Context: an optimization exercise on an open-source flow, tuned for small area and a short achievable clock period. The choices shown serve that exercise and are no tape-out recipe.
The RTL was checked by simulation tests, not by an equivalence proof against the original design.
Power figures rest on the tool's default switching activity, not on a simulated workload.

$ cat flow/flow/run.sh
#!/bin/bash
set -euo pipefail
bash standard.sh \
  CORE_UTILIZATION=40 \
  SLEW_MARGIN=20 CAP_MARGIN=20 \
  SETUP_SLACK_MARGIN=8.0 \
  CTS_ARGS="-sink_clustering_enable -sink_clustering_size 25 -sink_clustering_max_diameter 120 -repair_clock_nets -dont_use_dummy_load" \
  finish > standard.log 2>&1
$ cat flow/standard.sh
#!/bin/bash
# synth_recipe.tcl (not shown) runs the flow's synth.tcl, then flattens the netlist and writes it again
# the make line also repeats each setting of config.mk as NAME=value (left out here)
make -C /OpenROAD-flow-scripts/flow DESIGN_CONFIG=/design/flow/config.mk WORK_HOME=/design/flow/orfs CLKGATE_MAP_FILE= SYNTH_SCRIPT=/design/flow/synth_recipe.tcl "${@:-finish}"
$ cat flow/config.mk
export PLATFORM = sky130hd
export DESIGN_NAME = mary_top
export DESIGN_NICKNAME = mary_top
export VERILOG_FILES = /design/flow/design.v
export SDC_FILE = /design/flow/constraint.sdc
export NUM_CORES = 4
export LEC_CHECK = 0
export CAP_MARGIN = 40
export CORE_MARGIN = 2
export CORE_UTILIZATION = 30
export SLEW_MARGIN = 40
$ cat flow/design.v
module mary_top(
  input         clock,
  input         reset,
  input         io_reset,
  input  [31:0] io_instr,
  output [4:0]  io_addr,
  output [31:0] io_out
);
  reg  [1:0]    ph;
  reg  [4:0]    addr;
  reg  [4:0]    t;
  reg  [1:0]    ta1;
  reg  [3:0]    ta2;
  reg  [7:0]    ta3;
  reg  [15:0]   ta4;
  reg  [1023:0] ring;
  reg  [31:0]   vld;
  reg  [31:0]   opa;
  reg  [31:0]   opb;
  reg  [31:0]   res;         
  reg  [4:0]    prd;
  reg           pend;
  reg  [7:0]    wen;         
  reg           c_add, c_sll, c_slt, c_sltu, c_x, c_g, c_srl;
  reg           c_cin, c_sra, c_left;
  assign io_addr = addr;
  assign io_out  = res;
  wire [6:0] opcode = io_instr[6:0];
  wire [2:0] f3     = io_instr[14:12];
  wire [6:0] f7     = io_instr[31:25];
  wire [4:0] rs1    = io_instr[19:15];
  wire [4:0] rs2    = io_instr[24:20];
  wire last  = (ph == 2'd3) | io_reset;
  wire rd_ph = ~ph[1];                       
  wire use_imm = ~opcode[5];
  reg  [4:0]  tr [0:15];
  reg  [15:0] ok, hit_a, hit_b;
  integer j;
  always @* begin
    for (j = 0; j < 16; j = j + 1) begin
      tr[j] = {ta4[j], ta3[j % 8], ta2[j % 4], ta1[j % 2], t[0]};
      ok[j] = rd_ph & vld[2*j] & ~(pend & (prd == tr[j]));
      hit_a[j] = (rs1 == tr[j]) & ok[j];
      hit_b[j] = (rs2 == tr[j]) & ~use_imm & ok[j];
    end
  end
  wire [4:0] t_nx = reset ? 5'd0 : t + 5'd1;
  reg  [1:0]  ta1_nx;
  reg  [3:0]  ta2_nx;
  reg  [7:0]  ta3_nx;
  reg  [15:0] ta4_nx;
  reg  [4:0]  r_nx;
  always @* begin
    for (j = 0; j < 16; j = j + 1) begin
      r_nx = {j[3:0], 1'b0} - t_nx;
      if (j < 2) ta1_nx[j] = r_nx[1];
      if (j < 4) ta2_nx[j] = r_nx[2];
      if (j < 8) ta3_nx[j] = r_nx[3];
      ta4_nx[j] = r_nx[4];
    end
  end
  wire byp_a   = pend & (rs1 == prd);
  wire byp_b   = pend & (rs2 == prd);
  wire cap_a   = rd_ph & (rs1[0] == t[0]);    
  wire cap_b   = rd_ph & (rs2[0] == t[0]) & ~use_imm;
  wire imm_b   = (ph == 2'd1) & use_imm;
  wire [31:0] imm = {{20{io_instr[31]}}, io_instr[31:20]};
  reg  [31:0] nxt_a, nxt_b;
  always @* begin
    nxt_a = ({32{cap_a & byp_a}} & res) | ({32{~cap_a}} & opa);
    nxt_b = ({32{cap_b & byp_b}} & res) | ({32{~cap_b & ~imm_b}} & opb)
          | ({32{imm_b}} & imm);
    for (j = 0; j < 16; j = j + 1) begin
      nxt_a = nxt_a | ({32{hit_a[j]}} & ring[64*j +: 32]);
      nxt_b = nxt_b | ({32{hit_b[j]}} & ring[64*j +: 32]);
    end
  end
  wire       wr_now  = |wen;
  wire       pend_nx = ~reset & ((ph == 2'd2 & ~io_reset) | (pend & ~wr_now));
  wire [4:0] prd_nx  = (ph == 2'd2) ? io_instr[11:7] : prd;
  wire [4:0] ws_nx   = prd_nx + t_nx + 5'd1;
  reg  [7:0] wen_nx;
  always @* begin
    for (j = 0; j < 8; j = j + 1)
      wen_nx[j] = pend_nx & (ws_nx == 4 * j);
  end
  integer s;
  always @(posedge clock) begin
    for (s = 0; s < 32; s = s + 1) begin
      if ((s % 4) == 0 && wen[s / 4]) begin
        ring[32*s +: 32] <= res;
        vld[s] <= ~reset;
      end else begin
        ring[32*s +: 32] <= ring[32*((s + 31) % 32) +: 32];
        vld[s] <= ~reset & vld[(s + 31) % 32];
      end
    end
  end
  wire [31:0] bx = opb ^ {32{c_cin}};
  wire [31:0] p  = opa ^ bx;
  wire [31:0] g  = opa & bx;
  wire [32:0] sum = {1'b0, opa} + {1'b0, bx} + {32'd0, c_cin};
  wire ltu = ~sum[32];
  wire lt  = (opa[31] ^ opb[31]) ? opa[31] : sum[31];
  wire [4:0]  sh  = opb[4:0];
  wire [4:0]  amt = c_left ? (~sh + 5'd1) : sh;
  wire [31:0] r0  = amt[0] ? {opa[0],     opa[31:1]} : opa;
  wire [31:0] r1  = amt[1] ? {r0[1:0],    r0[31:2]}  : r0;
  wire [31:0] r2  = amt[2] ? {r1[3:0],    r1[31:4]}  : r1;
  wire [31:0] r3  = amt[3] ? {r2[7:0],    r2[31:8]}  : r2;
  wire [31:0] r4  = amt[4] ? {r3[15:0],   r3[31:16]} : r3;
  reg  [31:0] th, shv;                   
  integer k;
  always @* begin
    for (k = 0; k < 32; k = k + 1) th[k] = (sh <= k);
    for (k = 0; k < 32; k = k + 1)
      shv[k] = (c_sll & th[k] & r4[k]) | (c_srl & th[31 - k] & r4[k])
             | (c_sra & ~th[31 - k] & opa[31]);
  end
  wire [31:0] alu = ({32{c_add}} & sum[31:0])
                  | shv
                  | {31'd0, (c_slt & lt) | (c_sltu & ltu)}
                  | ({32{c_x}} & p)
                  | ({32{c_g}} & g);
  wire is_opi = opcode == 7'h13;
  wire is_op  = opcode == 7'h33;
  wire f7z    = f7 == 7'h00;
  wire f7s    = f7 == 7'h20;
  wire opz    = is_op & f7z;
  wire oki    = is_opi | opz;
  always @(posedge clock) begin
    c_add  <= f3 == 3'd0 & (oki | (is_op & f7s));
    c_sll  <= f3 == 3'd1 & oki;
    c_slt  <= f3 == 3'd2 & oki;
    c_sltu <= f3 == 3'd3 & oki;
    c_x    <= (f3 == 3'd4 | f3 == 3'd6) & oki;
    c_g    <= (f3 == 3'd7 | f3 == 3'd6) & oki;
    c_srl  <= f3 == 3'd5 & ((is_opi | is_op) & (f7z | f7s));
    c_cin  <= (f3 == 3'd0 & is_op & f7s) | f3 == 3'd2 | f3 == 3'd3;
    c_sra  <= f3 == 3'd5 & (is_opi | is_op) & f7s;
    c_left <= f3 == 3'd1;
    opa <= nxt_a;
    opb <= nxt_b;
    t   <= t_nx;
    ta1 <= ta1_nx;
    ta2 <= ta2_nx;
    ta3 <= ta3_nx;
    ta4 <= ta4_nx;
    if (ph == 2'd2) res <= alu;
    prd <= prd_nx;
    pend <= pend_nx;
    wen <= wen_nx;
    if (reset) begin
      ph   <= 2'd0;
      addr <= 5'd0;
    end else begin
      ph   <= last ? 2'd0 : ph + 2'd1;
      if (last) addr <= addr + 5'd1;
    end
  end
endmodule
$ cat flow/constraint.sdc
create_clock -name core_clock -period 12.0 [get_ports {clock}]
set_input_delay 2.4000 -clock core_clock [delete_from_list [all_inputs] [get_ports {clock}]]
set_output_delay 2.4000 -clock core_clock [all_outputs]
set_load 0.01 [all_outputs]
==> impl_metrics.env, run 1 <==
export IMPL_die_area_mm2=0.108
export IMPL_synth_area_top_cells="dfxtp_1 (56%), mux2_2 (7.1%), a22oi_1 (5.3%)"
export IMPL_hold_path_class="register to register"
export IMPL_die_w_um=329
export IMPL_yosysMostFrequentCell="dfxtp_1"
export IMPL_layout_min_cycle_time_ps=3990
export IMPL_clock_skew_ps=52.4
export IMPL_area_growth_pct=12.0
export IMPL_rows=119
export IMPL_vias_per_cell=6.29
export IMPL_die_h_um=329
export IMPL_drive_gt1_frac=0.173
export IMPL_synth_flop_cell="dfxtp_1"
export IMPL_critPathCaptureType="register"
export IMPL_required_ps=12540
export IMPL_grt_max_degree=48
export IMPL_clk_pin_slew_ps=100
export IMPL_yosysTopAreaCell="dfxtp_1"
export IMPL_p_leak_nw=18.4
export IMPL_coreArea_mm2=0.105
export IMPL_grt_pass1_wl_mm=213
export IMPL_power_density_mw_per_mm2=145
export IMPL_clk_latency_ps=710
export IMPL_power_internal_mw=5.19
export IMPL_rsz0062_at_grt="yes"
export IMPL_wl_per_cell_um=30.6
export IMPL_fill_cells=9580
export IMPL_firstDrtPassIters=10
export IMPL_pwr_share_comb=0.073
export IMPL_netlist_area_mm2=0.0421
export IMPL_h_tree_depth=2
export IMPL_status="timing/DRC/antenna clean"
export IMPL_drt_iter0_markers=5524
export IMPL_cts_tree="done"
export IMPL_setup_violations=0
export IMPL_synth_area_per_cell_um2=11.9
export IMPL_async_reset_ff_frac=0
export IMPL_worst_slack_ps=8010
export IMPL_clkPwrFrac=0.301
export IMPL_maxSlewViolCount=0
export IMPL_critPathKind="input port to register"
export IMPL_worst_pin_slew_ps=1000
export IMPL_post_dp_hpwl_mm=83.8
export IMPL_peakVddDrop_uv=99.0
export IMPL_ys_seq_elements=1218
export IMPL_gp_congestion=0.924
export IMPL_fin_nets=3615
export IMPL_antenna_found_initial=0
export IMPL_period_share=0.333
export IMPL_ys_types=73
export IMPL_drt_wl_total_mm=151
export IMPL_gr_total_overflow=0
export IMPL_cap_violations=0
export IMPL_cts_inserted_buffers=55
export IMPL_maxSlewHeadroom=0.329
export IMPL_grt_pass1_vias=29500
export IMPL_cts_path_max_buffers=3
export IMPL_initial_core_util=0.402
export IMPL_cp_max_fo=17
export IMPL_io_pins=72
export IMPL_cts_sinks=1218
export IMPL_hold_viol_final=0
export IMPL_worstSetupStartpointType="input port"
export IMPL_drc_errors=0
export IMPL_detailroute_via_count=31000
export IMPL_setup_tns_ps=0
export IMPL_io_buffers=71
export IMPL_cp_data_arrival_time_ps=4530
export IMPL_dpl_worst_slack_ps=6100
export IMPL_switching_share=0.241
export IMPL_cts_root_buf="clkbuf_16"
export IMPL_antenna_left=0
export IMPL_synth_top_cells_by_count="dfxtp_1 (1,186), a22oi_1 (298), mux2_2 (264)"
export IMPL_grt_usage=0.271
export IMPL_p_sw_mw=1.64
export IMPL_synth_edf_count=32
export IMPL_yosys_warnings=2
export IMPL_synth_top_area_share=0.563
export IMPL_seqPwrFrac=0.626
export IMPL_synth_cells=3535
export IMPL_seq_area_frac_synth=0.586
export IMPL_ctsHoldBuffers=0
export IMPL_synth_nets=3619
export IMPL_max_freq_mhz=251
## worst max-delay path, stage by stage
cell	delay (ps)
clkdlybuf4s50_1	510
buf_12	200
xor2_2	200
nor3_4	70
buf_4	180
bufbuf_16	320
a222oi_1	490
nand3_1	130
## routing by layer
| layer | wire [um] | vias to the layer above | part of all wire | global-route usage |
|---|---|---|---|---|
| met1 | 62600 | 15300 | 0.42 | 0.376 |
| li1 | - | 13100 | - | - |
| met2 | 64200 | 2137 | 0.43 | 0.404 |
| met4 | 6960 | 0 | 0.046 | 0.114 |
| met5 | 0 | - | 0 | 0.00266 |
| met3 | 17000 | 453 | 0.11 | 0.0619 |
## metrics by stage
stage	instance area, um2	hold slack [ps]	power [mW]	std cells	utilization
finish	47200	303	6.83	4921	0.450
floorplan	42500	310	4.66	3535	-
detailed placement	44500	312	4.82	4804	0.424
global route	47200	314	7.03	4920	0.450
global placement	44500	310	4.81	4804	0.424
CTS	46900	306	6.82	4909	0.447
## cell families (layout without fill, tap and decap cells)
family	after synthesis	in the layout	synth area share
flops	1218	1218	0.586
buf+inv	306	300	0.0303
other cells	0	1	0
fa+ha+maj	49	49	0.0147
xor+xnor	178	178	0.0373
mux	394	394	0.112
simple gates	569	569	0.0674
compound gates	821	821	0.152
## cell usage in the layout, fill, tap and decap left out, types with 13 or more instances in the layout
master,count
dfxtp_1,1172
a22oi_1,298
mux2_2,264
a221oi_1,126
nand2_1,120
nand3_1,116
xor2_1,109
nor2_1,104
mux2i_1,92
buf_4,78
a22o_1,77
a21oi_1,70
a222oi_1,65
clkbuf_16,57
xnor2_1,47
ha_1,47
o21ai_0,45
nand4_1,43
and3_1,40
inv_1,39
mux4_2,36
nor2b_1,32
nor3_4,32
edfxtp_1,32
buf_12,30
dlygate4sd2_1,29
clkdlybuf4s50_1,28
a21o_1,17
xor2_2,16
o311ai_1,14
dfxtp_2,13
## path summary, 6_finish.rpt
check,slack [ps],depth (start not counted),end,startpoint
setup reg to reg,8100,11,res[15]$_DFFE_PP_,c_cin$_DFF_P_
hold / removal,300,0,ring[456]$_DFF_P_,ring[424]$_DFF_P_
setup / recovery,8010,8,opa[14]$_DFF_P_,io_instr[19]
hold reg to reg,300,0,ring[456]$_DFF_P_,ring[424]$_DFF_P_
## flip-flops by register name, summed over array words and instances (netlist names), 8 cells and up
name / flops
wen: 8
ta4: 16
ring: 1024
ta3: 8
opa: 32
opb: 32
res: 32
vld: 32
## power groups by stage
stage	Sequential, mW	Clock, mW	Combinational, mW
2_1_floorplan	4.30	0	0.360
3_3_place_gp	4.37	0	0.445
3_5_place_dp	4.37	0	0.450
4_1_cts	4.27	2.07	0.481
5_1_grt	4.28	2.22	0.534
6_report	4.27	2.06	0.498
## cell type report
type / instances / area [um2] / share of cell area
sequential: 1218 / 24700 / 0.524
multi-input combinational: 2011 / 16900 / 0.358
timing repair buffer: 202 / 2310 / 0.0489
tap: 1391 / 1740 / 0.0369
clock buffer: 55 / 1380 / 0.0291
inverter: 43 / 161 / 0.00342
antenna: 1 / 2.50 / 0.0000530
## timing repair
| item | in CTS | in global routing |
|---|---|---|
| resized for setup | 169 | 60 |
| pin swaps | 8 | 6 |
| setup buffers | 43 | 9 |
| endpoints found under the hold margin | 0 | 0 |
| setup endpoints to repair | 131 | 68 |
| cloned | 7 | 2 |
==> run 2, diff against run 1 <==
--- a/flow/flow/run.sh
+++ b/flow/flow/run.sh
@@ -3,3 +3,3 @@
 bash standard.sh \
-  CORE_UTILIZATION=40 \
+  CORE_UTILIZATION=45 \
   SLEW_MARGIN=20 CAP_MARGIN=20 \
==> run 2 against run 1 <==
Net effect:
- still clean on timing, DRC and antenna
- critical path depth increased by 2
- clock skew decreased by 2.1 ps
- fmax increased by 0.30%
- routed wire length decreased by 2.7%
- global-route usage increased by 2.5 points
- utilization increased by 5.4 points
- first-iteration DRC count decreased by 0.42%
==> impl_metrics.env, run 2 <==
export IMPL_status="timing/DRC/antenna clean"
export IMPL_grt_max_degree=48
export IMPL_critPathKind="input port to register"
export IMPL_seq_area_frac_synth=0.586
export IMPL_peakVddDrop_uv=115
export IMPL_largest_reg_flops=1024
export IMPL_ys_types=73
export IMPL_synth_edf_count=32
export IMPL_io_buffers=71
export IMPL_cp_data_arrival_time_ps=4580
export IMPL_r2r_start="c_cin$_DFF_P_"
export IMPL_maxSlewHeadroom=0.310
export IMPL_setup_tns_ps=0
export IMPL_cts_root_buf="clkbuf_16"
export IMPL_cts_inserted_buffers=56
export IMPL_rows=112
export IMPL_yosysMostFrequentCell="dfxtp_1"
export IMPL_synth_area_per_cell_um2=11.9
export IMPL_cts_path_max_buffers=3
export IMPL_worstSetupStartpointType="input port"
export IMPL_reg2reg_to="res[24]$_DFFE_PP_"
export IMPL_setup_violations=0
export IMPL_clk_latency_ps=660
export IMPL_final_area_mm2=0.0469
export IMPL_worst_pin_slew_ps=1030
export IMPL_die_w_um=310
export IMPL_grt_pass1_wl_mm=206
export IMPL_async_reset_ff_frac=0
export IMPL_required_ps=12600
export IMPL_layout_common_cells="dfxtp_1 (1,175), a22oi_1 (298), mux2_2 (264), a221oi_1 (128), nand2_1 (123)"
export IMPL_placed_area_mm2=0.0443
export IMPL_die_area_mm2=0.0961
export IMPL_critPathCaptureType="register"
export IMPL_synth_flop_cell="dfxtp_1"
export IMPL_met2_length_mm=62.2
export IMPL_hold_viol_final=0
export IMPL_synth_top_area_share=0.563
export IMPL_synth_area_top_cells="dfxtp_1 (56%), mux2_2 (7.1%), a22oi_1 (5.3%)"
export IMPL_h_tree_depth=2
export IMPL_cap_violations=0
export IMPL_p_total_mw=6.82
export IMPL_die_h_um=310
export IMPL_hold_path_class="register to register"
export IMPL_detailroute_via_count=30800
export IMPL_top_register="ring"
export IMPL_grt_usage=0.296
export IMPL_num_antenna_cells=0
export IMPL_cp_max_fo=32
export IMPL_route_met3_wl_mm=16.5
export IMPL_rsz0062_at_grt="yes"
export IMPL_wl_met1_mm=60.8
export IMPL_yosysTopAreaCell="dfxtp_1"
export IMPL_yosys_warnings=2
export IMPL_synth_cells=3535
export IMPL_gp_congestion=0.926
export IMPL_netlist_area_mm2=0.0421
export IMPL_layout_commonest_cell="dfxtp_1"
export IMPL_initial_core_util=0.453
export IMPL_drt_iter0_markers=5501
export IMPL_coreArea_mm2=0.0930
export IMPL_drc_errors=0
export IMPL_clk_pin_slew_ps=100
export IMPL_gr_total_overflow=0
export IMPL_ys_seq_elements=1218
export IMPL_fin_nets=3604
export IMPL_area_growth_pct=11.2
export IMPL_drt_wl_total_mm=147
export IMPL_layout_min_cycle_time_ps=3980
export IMPL_grt_pass1_vias=29000
export IMPL_r2r_cells=11
export IMPL_cts_sinks=1218
export IMPL_period_share=0.332
export IMPL_max_freq_mhz=251
export IMPL_antenna_found_initial=4
export IMPL_cts_tree="done"
export IMPL_critPathCapture="opa[22]$_DFF_P_"
export IMPL_vias_per_cell=6.46
export IMPL_antenna_left=0
export IMPL_firstDrtPassIters=8
export IMPL_ctsHoldBuffers=0
export IMPL_synth_top_cells_by_count="dfxtp_1 (1,186), a22oi_1 (298), mux2_2 (264)"
export IMPL_clock_skew_ps=50.3
export IMPL_p_leak_nw=18.3
export IMPL_dr_max_layer_used="met5"
export IMPL_wl_per_cell_um=30.7
export IMPL_drive_gt1_frac=0.166
export IMPL_crit_start="io_instr[16]"
export IMPL_ff2ff_setup_slack_ps=8190
export IMPL_post_dp_hpwl_mm=82.9
export IMPL_timing_hold_ws_ps=300
export IMPL_maxSlewViolCount=0
export IMPL_power_density_mw_per_mm2=146
export IMPL_io_pins=72
export IMPL_synth_nets=3619
## run 2: report_power, final
| part | switching, mW | internal (mW) |
|---|---|---|
| registers | 0.106 | 4.16 |
| logic | 0.295 | 0.208 |
| clock network | 1.22 | 0.833 |
| total | 1.62 | 5.20 |
## run 2: layout make-up
class | instances | area, um2
clock buffers | 56 | 1400
fillers | 8295 | 46200
inverters | 43 | 161
multi-input cells | 2011 | 16800
flip-flops and latches | 1218 | 24700
well taps | 1254 | 1570
repair buffers | 190 | 2210
## run 2: worst min-delay path by stage
stage               slack, ps  depth (start not counted)                end              start
floorplan                 310                          0  ring[192]$_DFF_P_  ring[160]$_DFF_P_
global placement          310                          0   ring[94]$_DFF_P_   ring[62]$_DFF_P_
detailed placement        310                          0  ring[453]$_DFF_P_  ring[421]$_DFF_P_
CTS                       310                          0   ring[87]$_DFF_P_   ring[55]$_DFF_P_
global route              310                          0   ring[87]$_DFF_P_   ring[55]$_DFF_P_
finish                    300                          0   ring[87]$_DFF_P_   ring[55]$_DFF_P_
## run 2: stage by stage
| stage | worst slack (ps) | instances | util |
|---|---|---|---|
| after global placement | 6490 | 4661 | 0.476 |
| after CTS | 8000 | 4763 | 0.501 |
| after global routing | 7970 | 4772 | 0.504 |
| after floorplan | 8000 | 3535 | - |
| final | 8020 | 4772 | 0.504 |
| after detailed placement | 6450 | 4662 | 0.476 |
## run 2: cell families after synthesis
| family | count (synthesis) | share of synthesized area |
|---|---|---|
| AND/OR/NAND/NOR | 569 | 0.0674 |
| AO/OA/AOI/OAI | 821 | 0.152 |
| flip-flops | 1218 | 0.586 |
| multiplexers | 394 | 0.112 |
| adder cells (fa/ha/maj) | 49 | 0.0147 |
| buffers and inverters | 306 | 0.0303 |
| XOR/XNOR | 178 | 0.0373 |
## run 2: what timing repair did
action | CTS | global route
setup endpoints to repair | 120 | 74
gates resized for setup | 154 | 55
gates cloned | 5 | 3
buffers inserted | 40 | 6
pin swaps | 5 | 9
## run 2: routing by layer
layer / global-route usage / up-vias
met5: 0.00758 / -
met4: 0.118 / 8
met3: 0.0709 / 500
met2: 0.442 / 2179
met1: 0.411 / 15100
li1: - / 13100
## run 2: critical path: stages
cell and delay [ps]:
clkdlybuf4s15_1 290, xor2_2 220, nor3_2 290, nand2_1 200, nor3_4 220, buf_8 400, a22o_1 220, a221oi_1 40
and3_1 170, nand3_1 70
==> run 3, diff against run 2 <==
--- a/flow/design.v
+++ b/flow/design.v
@@ -20,2 +20,3 @@
   reg  [31:0]   res;         
+  reg  [31:0]   out;         
   reg  [4:0]    prd;
@@ -26,3 +27,3 @@
   assign io_addr = addr;
-  assign io_out  = res;
+  assign io_out  = out;
   wire [6:0] opcode = io_instr[6:0];
@@ -143,2 +144,3 @@
     opb <= nxt_b;
+    out <= alu;                
     t   <= t_nx;
==> flow/flow/run.sh (replaced) <==
#!/bin/bash
set -euo pipefail
bash standard.sh \
  CORE_UTILIZATION=40 \
  SLEW_MARGIN=20 CAP_MARGIN=20 \
  SETUP_SLACK_MARGIN=8.0 \
  CTS_ARGS="-sink_clustering_enable -sink_clustering_size 30 -sink_clustering_max_diameter 100 -repair_clock_nets -dont_use_dummy_load" \
  finish > standard.log 2>&1
==> run 3 against run 2 <==
Net effect:
- highest routed layer is now met4
- clock power down 3%
- hold slack better by 18 ps
- sequential power up 3%
- first-iteration DRC count down 16%
- register-to-register slack worse by 100 ps
- area after synthesis up 1.5%
- still clean
- total power up 0.43%
- final area up 1.3%
- via count down 0.21%
- synthesized cell count up 0.91%
- combinational power down 4.4%
==> impl_metrics.env, run 3 <==
export IMPL_status="timing/DRC/antenna clean"
export IMPL_grt_pass1_vias=29300
export IMPL_ys_types=73
export IMPL_maxSlewHeadroom=0.283
export IMPL_cp_slowest_stage_delay_ps=390
export IMPL_ctsHoldBuffers=0
export IMPL_rows=119
export IMPL_vias_per_cell=6.26
export IMPL_r2r_cells=12
export IMPL_clock_skew_ps=59.4
export IMPL_busiest_layer="met2"
export IMPL_critPathKind="input port to register"
export IMPL_cts_inserted_buffers=50
export IMPL_fin_nets=3608
export IMPL_firstDrtPassIters=12
export IMPL_setup_tns_ps=0
export IMPL_setup_violations=0
export IMPL_io_buffers=71
export IMPL_peakVddDrop_uv=103
export IMPL_fill_cells=9687
export IMPL_multi_input_area_mm2=0.0168
export IMPL_synth_edf_count=32
export IMPL_io_pins=72
export IMPL_worst_path_max_delay_cell="nor3_4"
export IMPL_power_density_mw_per_mm2=144
export IMPL_yosys_warnings=2
export IMPL_seq_area_frac_synth=0.592
export IMPL_area_growth_pct=11.0
export IMPL_cts_tree="done"
export IMPL_largest_reg_flops=1024
export IMPL_layout_min_cycle_time_ps=4030
export IMPL_hold_end="ring[463]$_DFF_P_"
export IMPL_grt_max_degree=48
export IMPL_grt_util_met2=0.392
export IMPL_crit_chain="buf_2 > xor2_4 > buf_4 > nor4b_4 > nand2_2 > nor3_4 > buf_8 > a22oi_1 > and4_1 > nand4_1"
export IMPL_synth_flop_cell="dfxtp_1"
export IMPL_coreArea_mm2=0.106
export IMPL_use_met1=0.356
export IMPL_grt_usage=0.264
export IMPL_cts_root_buf="clkbuf_16"
export IMPL_synth_cells=3567
export IMPL_timing_hold_ws_ps=319
export IMPL_netlist_area_mm2=0.0428
export IMPL_die_area_mm2=0.110
export IMPL_ys_seq_elements=1250
export IMPL_rsz0062_at_grt="yes"
export IMPL_drt_wl_total_mm=150
export IMPL_top_register="ring"
export IMPL_worstSetupStartpointType="input port"
export IMPL_detailroute_via_count=30800
export IMPL_gp_congestion=0.910
export IMPL_clk_pin_slew_ps=120
export IMPL_cp_depth=10
export IMPL_synth_area_top_cells="dfxtp_1 (57%), mux2_2 (6.9%), a22oi_1 (5.2%)"
export IMPL_cp_max_fo=16
export IMPL_critPathCaptureType="register"
export IMPL_layout_common_cells="dfxtp_1 (1,205), a22oi_1 (298), mux2_2 (264), a221oi_1 (129), nand2_1 (119)"
export IMPL_wl_per_cell_um=30.6
export IMPL_antenna_left=0
export IMPL_period_share=0.336
export IMPL_hold_path_class="register to register"
export IMPL_maxSlewViolCount=0
export IMPL_crit_buf_inv=3
export IMPL_antenna_found_initial=5
export IMPL_p_leak_nw=18.4
export IMPL_critPathTopFamily="simple AND/OR/NAND/NOR gates"
export IMPL_drive_gt1_frac=0.160
export IMPL_die_h_um=331
export IMPL_hold_depth=0
export IMPL_async_reset_ff_frac=0
export IMPL_synth_area_per_cell_um2=12.0
export IMPL_hold_path_startpoint="ring[431]$_DFF_P_"
export IMPL_h_tree_depth=2
export IMPL_yosysMostFrequentCell="dfxtp_1"
export IMPL_grt_use_met3=0.0726
export IMPL_clk_latency_ps=660
export IMPL_r2r_start="opb[0]$_DFF_P_"
export IMPL_drt_iter0_markers=4642
export IMPL_cp_data_arrival_time_ps=4630
export IMPL_synth_top_area_share=0.570
export IMPL_synth_nets=3651
export IMPL_reg2reg_to="res[14]$_DFFE_PP_"
export IMPL_cts_path_max_buffers=3
export IMPL_max_freq_mhz=248
export IMPL_seq_area_mm2=0.0254
export IMPL_synth_top_cells_by_count="dfxtp_1 (1,218), a22oi_1 (298), mux2_2 (264)"
export IMPL_gr_total_overflow=0
export IMPL_drc_errors=0
export IMPL_cap_violations=0
export IMPL_initial_core_util=0.405
export IMPL_layout_commonest_cell="dfxtp_1"
export IMPL_worst_pin_slew_ps=1070
export IMPL_required_ps=12600
export IMPL_hold_viol_final=0
export IMPL_grt_pass1_wl_mm=210
export IMPL_post_dp_hpwl_mm=84.4
export IMPL_yosysTopAreaCell="dfxtp_1"
export IMPL_cts_sinks=1250
export IMPL_ff2ff_setup_slack_ps=8090
export IMPL_die_w_um=331
==> run 3: changes by cell type in the layout (fill, tap and decap cells not counted), moves of 5 or more <==
cell / previous run / this run
xor2_1: 119 / 114
dlygate4sd2_1: 24 / 3
clkbuf_16: 59 / 54
buf_4: 69 / 40
clkdlybuf4s50_1: 29 / 55
dlymetal6s2s_1: 7 / 1
dfxtp_1: 1175 / 1205
xor2_2: 6 / 12
==> run 3: cells by family after synthesis <==
kind of cell / share of synthesized area
DFF: 0.592
and+or+nand+nor: 0.0664
buffers and inverters: 0.0298
adders and majority gates: 0.0145
AOI/OAI and AO/OA: 0.150
muxes: 0.110
xor gates and xnor gates: 0.0368
==> run 3: worst register-to-register path, stage by stage (launching register included) <==
cell,delay (ps)
dfxtp_2,420
buf_6,240
inv_2,100
buf_12,200
ha_1,340
mux2i_4,170
buf_12,230
mux4_2,400
mux2i_1,230
mux2i_1,130
mux2_2,320
a222oi_1,550
o211ai_1,260
==> run 3: cell type report <==
class / instances / share of cell area
diodes: 2 / 0.000105
clock buffers: 50 / 0.0263
inverters: 43 / 0.00340
multi-input cells: 2011 / 0.354
flip-flops and latches: 1250 / 0.534
well taps: 1391 / 0.0366
repair buffers: 168 / 0.0453
==> run 3: metrics by stage <==
stage                     std cells  utilization  power [mW]  setup WS [ps]  area, um2
after global routing           4913        0.449        7.07           7910      47500
after detailed placement       4834        0.427        4.93           6600      45100
after CTS                      4899        0.447        6.87           8000      47200
final                          4915        0.449        6.85           7970      47500
after floorplan                3567            -        4.77           8000      43100
after global placement         4834        0.427        4.92           6590      45100
==> run 3: worst max-delay path by stage <==
| stage | from | to | slack [ps] |
|---|---|---|---|
| 3_3_place_gp | io_instr[5] | opb[27]$_DFF_P_ | 6590 |
| 3_5_place_dp | io_instr[5] | opb[7]$_DFF_P_ | 6600 |
| 5_1_grt | io_instr[22] | opb[30]$_DFF_P_ | 7910 |
| 2_1_floorplan | io_instr[17] | opa[28]$_DFF_P_ | 8000 |
| 4_1_cts | addr[2]$_SDFFE_PP0P_ | io_addr[2] | 8000 |
| 6_report | io_instr[20] | opb[2]$_DFF_P_ | 7970 |
==> run 3: report_power, final <==
part | switching [mW] | internal [mW]
logic | 0.277 | 0.204
clock network | 1.23 | 0.751
registers | 0.118 | 4.27
==> run 3: repair_timing <==
action                     CTS  global route
gates cloned                 6             5
setup endpoints to repair  110            73
pin swaps                    7             9
setup buffers                9             9
gates resized for setup    158            48
==> run 3: per-layer routing <==
layer	wire [um]	up-vias
met2	63400	2117
met1	61000	15000
li1	-	13100
met5	0	-
met4	8180	0
met3	17800	531

-- separate check: timing with driven ports --
The results above use ideal ports. As a check the final layouts listed here were re-extracted and re-timed, cells and wires unchanged. Step 1 (the two cells are an assumption about what drives the block):
set clk [get_ports {clock}]
set_driving_cell -lib_cell sky130_fd_sc_hd__clkbuf_16 $clk
set_driving_cell -lib_cell sky130_fd_sc_hd__buf_2 [delete_from_list [all_inputs] $clk]
Step 2, shift: input delay + t, output delay - t, t = (earliest + latest rising clock arrival at the registers) / 2. This alone moves slack from input paths to output paths. a / b / c = ideal / step 1 / step 2; a / b = the first two.
| run | t (ns) | slack for setup (ns) | clock arrival spread, ns | worst data-port slew with drivers (ns) | pins driven straight from the clock port |
|---|---|---|---|---|---|
| run 1 | 0.754 | 8.009 / 7.978 / 7.283 | 0.055 / 0.055 | 0.05 | 1 |
| run 2 | 0.696 | 8.021 / 7.999 / 7.357 | 0.051 / 0.050 | 0.06 | 1 |
| run 3 | 0.698 | 7.970 / 7.999 / 7.314 | 0.060 / 0.060 | 0.08 | 1 |
After both steps setup and hold are still met in every run listed. For run 1, which loses most, drivers alone change the setup slack by -0.031 ns; drivers and shift together by -0.726 ns.
